This design comes from an exercise in tuning for small area, a short achievable clock period and few clock cycles per item on the open sky130 flow, not from production work.
RTL that was checked went through simulation tests only; none was proved equivalent to the original.
Power is estimated from default activity; no workload was simulated.

==> run X: inputs <==
## mul_unit
module mul_unit
(
    input  logic                  clk,
    input  logic                  rst,
    input  logic                  start,
    input  logic [1:0]            mul_type,
    input  logic [31:0]           a,
    input  logic [31:0]           b,
    input  logic [4:0]            arch_reg,
    input  logic [5:0]   phys_reg,
    input  logic [2:0]  rob,
    input  logic                  cdb_mul_ack,
    input  logic                  branch,
    output logic                  cdb_valid,
    output logic [2:0]  cdb_rob,
    output logic [4:0]            cdb_arch_reg,
    output logic [5:0]   cdb_phys_reg,
    output logic [31:0]           cdb_data,
    output logic [31:0]           cdb_ps1_rdata,
    output logic [31:0]           cdb_ps2_rdata,
    output logic                  done
);
==> flow/config.mk <==
export PLATFORM = sky130hd
export DESIGN_NAME = mul_unit
export DESIGN_NICKNAME = mul_unit
export VERILOG_FILES = /design/flow/design.v
export SDC_FILE = /design/flow/constraint.sdc
export NUM_CORES = 4
export LEC_CHECK = 0
export CAP_MARGIN = 20
export CORE_MARGIN = 2
export CORE_UTILIZATION = 60
export SETUP_SLACK_MARGIN = 1.1
export SLEW_MARGIN = 20
export SYNTH_HIERARCHICAL = 1
export SYNTH_MINIMUM_KEEP_SIZE = 0
==> flow/constraint.sdc <==
create_clock -name core_clock -period 5.0 [get_ports {clk}]
set_input_delay 1.0000 -clock core_clock [delete_from_list [all_inputs] [get_ports {clk}]]
set_output_delay 1.0000 -clock core_clock [all_outputs]
set_load 0.01 [all_outputs]
standard.sh (not shown) runs the stock make flow with config.mk's settings and CLKGATE_MAP_FILE= SYNTH_SCRIPT=/design/flow/synth_recipe.tcl, a recipe that flattens the netlist after the stock synthesis.
==> flow/flow/run.sh <==
#!/bin/bash
# The standard ORFS layout (standard.sh) with two changes:
#  - the port buffers are sky130_fd_sc_hd__buf_1 instead of the cell
#    buffer_ports picks by itself (a slow delay cell);
#  - after the standard synthesis every combinational cell is set to its
#    drive-1 variant; floorplan/placement repair sizes up what timing needs.
set -euo pipefail
export BUFFER_PORTS_ARGS="-buffer_cell sky130_fd_sc_hd__buf_1"
RES=orfs/results/${FLOW_PLATFORM}/mul_unit/base
bash standard.sh synth > synth.log 2>&1
DS_ODB=$RES/1_synth.odb openroad -no_init -exit flow/downsize.tcl > downsize.log 2>&1
touch $RES/1_synth.sdc
bash standard.sh > standard.log 2>&1
==> flow/flow/downsize.tcl <==
# Set every combinational cell of the synthesized netlist to its drive-1
# variant; the resizer's repair steps size up what timing needs.
set odb_file $::env(DS_ODB)
read_db $odb_file
set db [ord::get_db]
set n 0
foreach inst [[ord::get_db_block] getInsts] {
  set m [[$inst getMaster] getName]
  if {[regexp {^(sky130_fd_sc_hd__[a-z0-9]+)_([0-9]+)$} $m -> base drive]} {
    if {$drive <= 1} continue
    if {[regexp {df|dl|sdf|edf|clk|conb|buf} $base]} continue
    set new [$db findMaster ${base}_1]
    if {$new == "NULL" || $new == ""} continue
    $inst swapMaster $new
    incr n
  }
}
puts "downsized $n cells"
write_db $odb_file
==> run K (differences from run X) <==
--- a/flow/design.v
+++ b/flow/design.v
@@ -1862,21 +1862,15 @@
     mul_x2 u_sum24 (.a(pg_p[24]), .b(sk4_g23), .s(prod[24]));
     mul_x2 u_sum25 (.a(pg_p[25]), .b(sk4_g24), .s(prod[25]));
     mul_x2 u_sum26 (.a(pg_p[26]), .b(sk4_g25), .s(prod[26]));
     mul_x2 u_sum27 (.a(pg_p[27]), .b(sk4_g26), .s(prod[27]));
     mul_x2 u_sum28 (.a(pg_p[28]), .b(sk4_g27), .s(prod[28]));
     mul_x2 u_sum29 (.a(pg_p[29]), .b(sk4_g28), .s(prod[29]));
     mul_x2 u_sum30 (.a(pg_p[30]), .b(sk4_g29), .s(prod[30]));
-    logic p31_2;
-    mul_x2 u_p31_2 (.a(top_q[0]), .b(top_q[1]), .s(p31_2));
-    logic p31_1;
-    mul_x2 u_p31_1 (.a(top_q[2]), .b(o3_c[31]), .s(p31_1));
-    logic p31_0;
-    mul_x2 u_p31_0 (.a(p31_2), .b(p31_1), .s(p31_0));
-    mul_x2 u_sum31 (.a(p31_0), .b(sk4_g30), .s(prod[31]));
+    assign prod[31] = sk4_g30 ^ (^top_q) ^ o3_c[31];
     logic g, gd;
     assign g  = deliver;
     assign gd = deliver & ~zero_q;
     logic [31:0] data_g, ps1_g, ps2_g;
     logic [13:0] tag_g, tag_q;
     assign tag_q = {rob_q, arch_q, phys_q};
     for (genvar i = 0; i < 32; i++) begin : g_gate
SETUP_SLACK_MARGIN = 0.65   (was 1.1)
==> run A (differences from run X) <==
CORE_UTILIZATION = 50   (was 60)
==> comparison <==
Synthesized cell count is the same in run X and run K. In sequential cell count, run K and run X do not differ. Via count, lowest first: run A, run X, run K. Of run A and run K, run A has the higher maximum frequency (gap 9.1%, measured against run K). In count of clock-buffer cells in the layout, run K and run X do not differ. Against run A, the cell count of run X is smaller by about 2.8%. Wire length: run A > run K > run X. Worst hold slack: run X > run K > run A. Area after synthesis is about the same in run X and run K. Die area: run A > run X > run K.
==> figures <==
                                                               run A           run K           run X
CP most frequent cell                                         and2_1          a21o_1               -
Power consumed by sequential cells                         0.00233 W       0.00237 W       0.00231 W
Tapcell Cnt                                                      402             335             335
Fraction of layout cells with a size suffix above 1            9.39%           7.91%           9.75%
Post-route insts no fill                                       2,064           1,992           2,006
Via count of the routed design                                12,100          12,500          12,300
Starting Density                                               51.0%           61.5%           61.5%
Final design utilization                                       59.5%           71.1%           72.0%
Arrival time reported for the critical path endpoint         2.90 ns         3.25 ns         2.88 ns
Mapped Area                                             16,100 sq um    16,100 sq um    16,100 sq um
Fill cell instance count of the final layout                   2,742           2,020           2,006
Outcome                                     timing/DRC/antenna clean  timing/DRC/antenna clean  timing/DRC/antenna clean
Total design power                                          0.0121 W        0.0120 W        0.0122 W
Final Instance Area                                     18,800 sq um    18,600 sq um    18,900 sq um
Mean number of vias per cell                                    5.84            6.27            6.13
Met1 layer usage reported by global route                      37.5%           45.0%           41.7%
Placed wire-length estimate                           34,200 microns  33,100 microns  32,100 microns
Met2 track demand over resource in global routing              47.5%           54.1%           53.3%
Total wire length after detailed routing              46,600 microns  46,300 microns  44,900 microns
Int Power                                                  0.00678 W       0.00678 W       0.00681 W
Largest driver fanout on the critical path                         3               4               8
Static power due to leakage                                  7.38 nW         7.31 nW         7.43 nW
Testbench counts of run X, summed over its fixed seeds: cycles 7,208, ops 2,400.
Testbench counts of run A, summed over its fixed seeds: cycles 7,208, ops 2,400.
Function not checked in run K: the RTL went through the layout flow alone.

========
==> inputs of delta <==
Another version of the RTL of mul_unit (not shown whole).
==> flow/design.v (excerpt) <==
module mul_unit
(
    input  logic                  clk,
    input  logic                  rst,
    input  logic                  start,
    input  logic [1:0]            mul_type,
    input  logic [31:0]           a,
    input  logic [31:0]           b,
    input  logic [4:0]            arch_reg,
    input  logic [5:0]   phys_reg,
    input  logic [2:0]  rob,
    input  logic                  cdb_mul_ack,
    input  logic                  branch,
    output logic                  cdb_valid,
    output logic [2:0]  cdb_rob,
    output logic [4:0]            cdb_arch_reg,
    output logic [5:0]   cdb_phys_reg,
    output logic [31:0]           cdb_data,
    output logic [31:0]           cdb_ps1_rdata,
    output logic [31:0]           cdb_ps2_rdata,
    output logic                  done
);
clock: 5.0 ns
lec_check: 0
cap_margin: 20
core_margin: 2
core_utilization: 50
setup_slack_margin: 1.1
slew_margin: 20
synth_hierarchical: 1
synth_minimum_keep_size: 0
Scripts as last shown in full above: flow/flow/run.sh, flow/flow/downsize.tcl
==> lagoon: changes against delta <==
--- a/flow/design.v
+++ b/flow/design.v
@@ -1057,15 +1057,14 @@
     logic x1936;
     logic x1939;
     logic x1942;
     logic x1945;
     logic x1948;
     logic x1951;
     logic x1954;
-    logic x1957;
     assign pp0 = (bo_q[0] & a_q[0]) ^ b_q[1];
     mul_bsel u3 (.one(bo_q[0]), .two(bt_q[0]), .neg(b_q[1]), .a0(a_q[1]), .a1(a_q[0]), .pp(pp2));
     mul_bsel u6 (.one(bo_q[0]), .two(bt_q[0]), .neg(b_q[1]), .a0(a_q[2]), .a1(a_q[1]), .pp(pp5));
     mul_bsel u9 (.one(bo_q[0]), .two(bt_q[0]), .neg(b_q[1]), .a0(a_q[3]), .a1(a_q[2]), .pp(pp8));
     mul_bsel u12 (.one(bo_q[0]), .two(bt_q[0]), .neg(b_q[1]), .a0(a_q[4]), .a1(a_q[3]), .pp(pp11));
     mul_bsel u15 (.one(bo_q[0]), .two(bt_q[0]), .neg(b_q[1]), .a0(a_q[5]), .a1(a_q[4]), .pp(pp14));
     mul_bsel u18 (.one(bo_q[0]), .two(bt_q[0]), .neg(b_q[1]), .a0(a_q[6]), .a1(a_q[5]), .pp(pp17));
@@ -1569,24 +1568,23 @@
     mul_x2 u1937 (.a(x1930), .b(c1840), .s(x1936));
     mul_x2 u1940 (.a(c1845), .b(c1850), .s(x1939));
     mul_x2 u1943 (.a(x1933), .b(x1936), .s(x1942));
     mul_x2 u1946 (.a(x1939), .b(x1942), .s(x1945));
     mul_x2 u1949 (.a(c1855), .b(c1860), .s(x1948));
     mul_x2 u1952 (.a(x1945), .b(x1948), .s(x1951));
     mul_x2 u1955 (.a(c1865), .b(x1951), .s(x1954));
-    mul_x2 u1958 (.a(c1870), .b(x1954), .s(x1957));
     logic [30:0] cs0_q;
     logic [30:0] cs1_q;
     logic [30:20] cs2_q;
-    logic [1:0] top_q;
+    logic [2:0] top_q;
     always_ff @(posedge clk) begin
         cs0_q <= {c1805, c1745, c1680, s1674, s1614, s1554, s1499, s1444, s1394, s1344, c1255, s1254, c1170, c1130, c1090, c1055, c1020, s1014, c960, c935, c910, s904, c870, s864, s849, s834, s824, c815, pp96, pp2, b_q[1]};
         cs1_q <= {c1810, s1804, s1739, c1620, c1560, c1505, c1450, c1400, c1350, s1349, s1304, s1259, s1214, s1169, s1129, s1089, s1054, s1019, s989, s959, s934, s909, s889, s869, s854, s839, s829, s819, s814, 1'b0, pp0};
         cs2_q <= {s1874, s1809, s1744, s1679, s1619, s1559, s1504, s1449, s1399, c1305, c1260};
-        top_q <= {c1875, x1957};
+        top_q <= {c1875, x1954, c1870};
     end
     logic [31:0] prod;
     logic [30:0] pg_g, pg_p, ad_x, ad_y;
     logic [31:20] o3_c;
     assign o3_c[20] = 1'b0;
     for (genvar i = 20; i < 31; i++) begin : g_o3
         mul_fa u (.a(cs0_q[i]), .b(cs1_q[i]), .ci(cs2_q[i]), .s(ad_x[i]), .co(o3_c[i+1]));
@@ -1864,19 +1862,15 @@
     mul_x2 u_sum24 (.a(pg_p[24]), .b(sk4_g23), .s(prod[24]));
     mul_x2 u_sum25 (.a(pg_p[25]), .b(sk4_g24), .s(prod[25]));
     mul_x2 u_sum26 (.a(pg_p[26]), .b(sk4_g25), .s(prod[26]));
     mul_x2 u_sum27 (.a(pg_p[27]), .b(sk4_g26), .s(prod[27]));
     mul_x2 u_sum28 (.a(pg_p[28]), .b(sk4_g27), .s(prod[28]));
     mul_x2 u_sum29 (.a(pg_p[29]), .b(sk4_g28), .s(prod[29]));
     mul_x2 u_sum30 (.a(pg_p[30]), .b(sk4_g29), .s(prod[30]));
-    logic p31_1;
-    mul_x2 u_p31_1 (.a(top_q[0]), .b(top_q[1]), .s(p31_1));
-    logic p31_0;
-    mul_x2 u_p31_0 (.a(o3_c[31]), .b(p31_1), .s(p31_0));
-    mul_x2 u_sum31 (.a(p31_0), .b(sk4_g30), .s(prod[31]));
+    assign prod[31] = sk4_g30 ^ (^top_q) ^ o3_c[31];
     logic g, gd;
     assign g  = deliver;
     assign gd = deliver & ~zero_q;
     logic [31:0] data_g, ps1_g, ps2_g;
     logic [13:0] tag_g, tag_q;
     assign tag_q = {rob_q, arch_q, phys_q};
     for (genvar i = 0; i < 32; i++) begin : g_gate
CORE_UTILIZATION = 60   (was 50)
SETUP_SLACK_MARGIN = 0.9   (was 1.1)
==> sierra: changes against delta <==
--- a/flow/design.v
+++ b/flow/design.v
@@ -1057,15 +1057,14 @@
     logic x1936;
     logic x1939;
     logic x1942;
     logic x1945;
     logic x1948;
     logic x1951;
     logic x1954;
-    logic x1957;
     assign pp0 = (bo_q[0] & a_q[0]) ^ b_q[1];
     mul_bsel u3 (.one(bo_q[0]), .two(bt_q[0]), .neg(b_q[1]), .a0(a_q[1]), .a1(a_q[0]), .pp(pp2));
     mul_bsel u6 (.one(bo_q[0]), .two(bt_q[0]), .neg(b_q[1]), .a0(a_q[2]), .a1(a_q[1]), .pp(pp5));
     mul_bsel u9 (.one(bo_q[0]), .two(bt_q[0]), .neg(b_q[1]), .a0(a_q[3]), .a1(a_q[2]), .pp(pp8));
     mul_bsel u12 (.one(bo_q[0]), .two(bt_q[0]), .neg(b_q[1]), .a0(a_q[4]), .a1(a_q[3]), .pp(pp11));
     mul_bsel u15 (.one(bo_q[0]), .two(bt_q[0]), .neg(b_q[1]), .a0(a_q[5]), .a1(a_q[4]), .pp(pp14));
     mul_bsel u18 (.one(bo_q[0]), .two(bt_q[0]), .neg(b_q[1]), .a0(a_q[6]), .a1(a_q[5]), .pp(pp17));
@@ -1569,24 +1568,23 @@
     mul_x2 u1937 (.a(x1930), .b(c1840), .s(x1936));
     mul_x2 u1940 (.a(c1845), .b(c1850), .s(x1939));
     mul_x2 u1943 (.a(x1933), .b(x1936), .s(x1942));
     mul_x2 u1946 (.a(x1939), .b(x1942), .s(x1945));
     mul_x2 u1949 (.a(c1855), .b(c1860), .s(x1948));
     mul_x2 u1952 (.a(x1945), .b(x1948), .s(x1951));
     mul_x2 u1955 (.a(c1865), .b(x1951), .s(x1954));
-    mul_x2 u1958 (.a(c1870), .b(x1954), .s(x1957));
     logic [30:0] cs0_q;
     logic [30:0] cs1_q;
     logic [30:20] cs2_q;
-    logic [1:0] top_q;
+    logic [2:0] top_q;
     always_ff @(posedge clk) begin
         cs0_q <= {c1805, c1745, c1680, s1674, s1614, s1554, s1499, s1444, s1394, s1344, c1255, s1254, c1170, c1130, c1090, c1055, c1020, s1014, c960, c935, c910, s904, c870, s864, s849, s834, s824, c815, pp96, pp2, b_q[1]};
         cs1_q <= {c1810, s1804, s1739, c1620, c1560, c1505, c1450, c1400, c1350, s1349, s1304, s1259, s1214, s1169, s1129, s1089, s1054, s1019, s989, s959, s934, s909, s889, s869, s854, s839, s829, s819, s814, 1'b0, pp0};
         cs2_q <= {s1874, s1809, s1744, s1679, s1619, s1559, s1504, s1449, s1399, c1305, c1260};
-        top_q <= {c1875, x1957};
+        top_q <= {c1875, x1954, c1870};
     end
     logic [31:0] prod;
     logic [30:0] pg_g, pg_p, ad_x, ad_y;
     logic [31:20] o3_c;
     assign o3_c[20] = 1'b0;
     for (genvar i = 20; i < 31; i++) begin : g_o3
         mul_fa u (.a(cs0_q[i]), .b(cs1_q[i]), .ci(cs2_q[i]), .s(ad_x[i]), .co(o3_c[i+1]));
@@ -1864,18 +1862,20 @@
     mul_x2 u_sum24 (.a(pg_p[24]), .b(sk4_g23), .s(prod[24]));
     mul_x2 u_sum25 (.a(pg_p[25]), .b(sk4_g24), .s(prod[25]));
     mul_x2 u_sum26 (.a(pg_p[26]), .b(sk4_g25), .s(prod[26]));
     mul_x2 u_sum27 (.a(pg_p[27]), .b(sk4_g26), .s(prod[27]));
     mul_x2 u_sum28 (.a(pg_p[28]), .b(sk4_g27), .s(prod[28]));
     mul_x2 u_sum29 (.a(pg_p[29]), .b(sk4_g28), .s(prod[29]));
     mul_x2 u_sum30 (.a(pg_p[30]), .b(sk4_g29), .s(prod[30]));
+    logic p31_2;
+    mul_x2 u_p31_2 (.a(top_q[0]), .b(top_q[1]), .s(p31_2));
     logic p31_1;
-    mul_x2 u_p31_1 (.a(top_q[0]), .b(top_q[1]), .s(p31_1));
+    mul_x2 u_p31_1 (.a(top_q[2]), .b(o3_c[31]), .s(p31_1));
     logic p31_0;
-    mul_x2 u_p31_0 (.a(o3_c[31]), .b(p31_1), .s(p31_0));
+    mul_x2 u_p31_0 (.a(p31_2), .b(p31_1), .s(p31_0));
     mul_x2 u_sum31 (.a(p31_0), .b(sk4_g30), .s(prod[31]));
     logic g, gd;
     assign g  = deliver;
     assign gd = deliver & ~zero_q;
     logic [31:0] data_g, ps1_g, ps2_g;
     logic [13:0] tag_g, tag_q;
     assign tag_q = {rob_q, arch_q, phys_q};
CORE_UTILIZATION = 60   (was 50)
SETUP_SLACK_MARGIN = 1.35   (was 1.1)
==> results.txt <==
Run status: delta timing/DRC/antenna clean; lagoon timing/DRC/antenna clean; sierra timing/DRC/antenna clean
Multi-input gate count: delta 1176; lagoon 1176; sierra 1177
Beginning of the critical path: delta u_mul.cs0_q[30]$_DFF_P_; lagoon u_mul.cs2_q[23]$_DFF_P_; sierra u_mul.cs0_q[21]$_DFF_P_
Worst-case setup margin in the final layout: delta 1093 ps; lagoon 771.1 ps; sierra 1128 ps
Post-layout min period: delta 3907 ps; lagoon 4229 ps; sierra 3872 ps
Sequential Power: delta 2.30 mW; lagoon 2.38 mW; sierra 2.25 mW
Die Y-Extent: delta 183.4 microns; lagoon 167.9 microns; sierra 167.9 microns
Largest voltage drop on the vdd net: delta 0.0003469 V; lagoon 0.0005072 V; sierra 0.0004536 V
Number of cell instances on the worst register-to-register path: delta 8; lagoon 7; sierra 8
Count of cells resized by post-cts repair: delta 31; lagoon 26; sierra 42
Chip width: delta 183.4 microns; lagoon 167.9 microns; sierra 167.9 microns
Clock input transition at the sequential cells of the worst setup and hold paths: delta 80 ps; lagoon 80 ps; sierra 90 ps
# nets final: delta 2020; lagoon 1987; sierra 2133
Final RePlAce weighted congestion: delta 0.8959; lagoon 0.8904; sierra 0.8962
Later-pin clock latency in the skew report: delta 450 ps; lagoon 450 ps; sierra 460 ps
Reg-to-Reg Start: delta u_mul.bodd_q[5]$_DFFE_PN_; lagoon u_mul.a_q[3]$_DFFE_PN_; sierra u_mul.bo_q[5]$_DFFE_PN_
Pint: delta 7.030 mW; lagoon 6.870 mW; sierra 7.327 mW
Mean instance size in the synthesized netlist: delta 11.92 sq um; lagoon 11.92 sq um; sierra 11.92 sq um
Sequential share of cell area: delta 0.2276; lagoon 0.2354; sierra 0.2153
Testbench counts of sierra, summed over its fixed seeds: cycles 7,208, ops 2,400.
The RTL of delta and lagoon was laid out without a check of its function.

-- port drivers added, routing unchanged --
In the flow no input, the clock included, has a driving cell. The finished layouts below were timed again as built, in two steps.
Step 1 sets driving cells, clkbuf_16 on the clock port and buf_2 on the other inputs (assumed; they add their load-dependent delay and slew).
Step 2 also shifts input and output timing later by t, the mid clock arrival at the registers, as if the neighbouring blocks saw the same clock.
Slacks: ideal ports / drivers / drivers and shift; pairs: ideal ports / drivers.
run	t, ns	setup WS [ns]	pins driven straight from the clock port
run X	0.489	1.116 / 1.065 / 1.166	1
run K	0.498	0.747 / 0.693 / 1.120	1
run A	0.490	1.103 / 1.052 / 1.192	1
delta	0.499	1.093 / 1.039 / 1.194	1
lagoon	0.500	0.771 / 0.719 / 1.070	1
sierra	0.506	1.128 / 1.076 / 1.396	1
After both steps setup and hold are still met in every run listed.
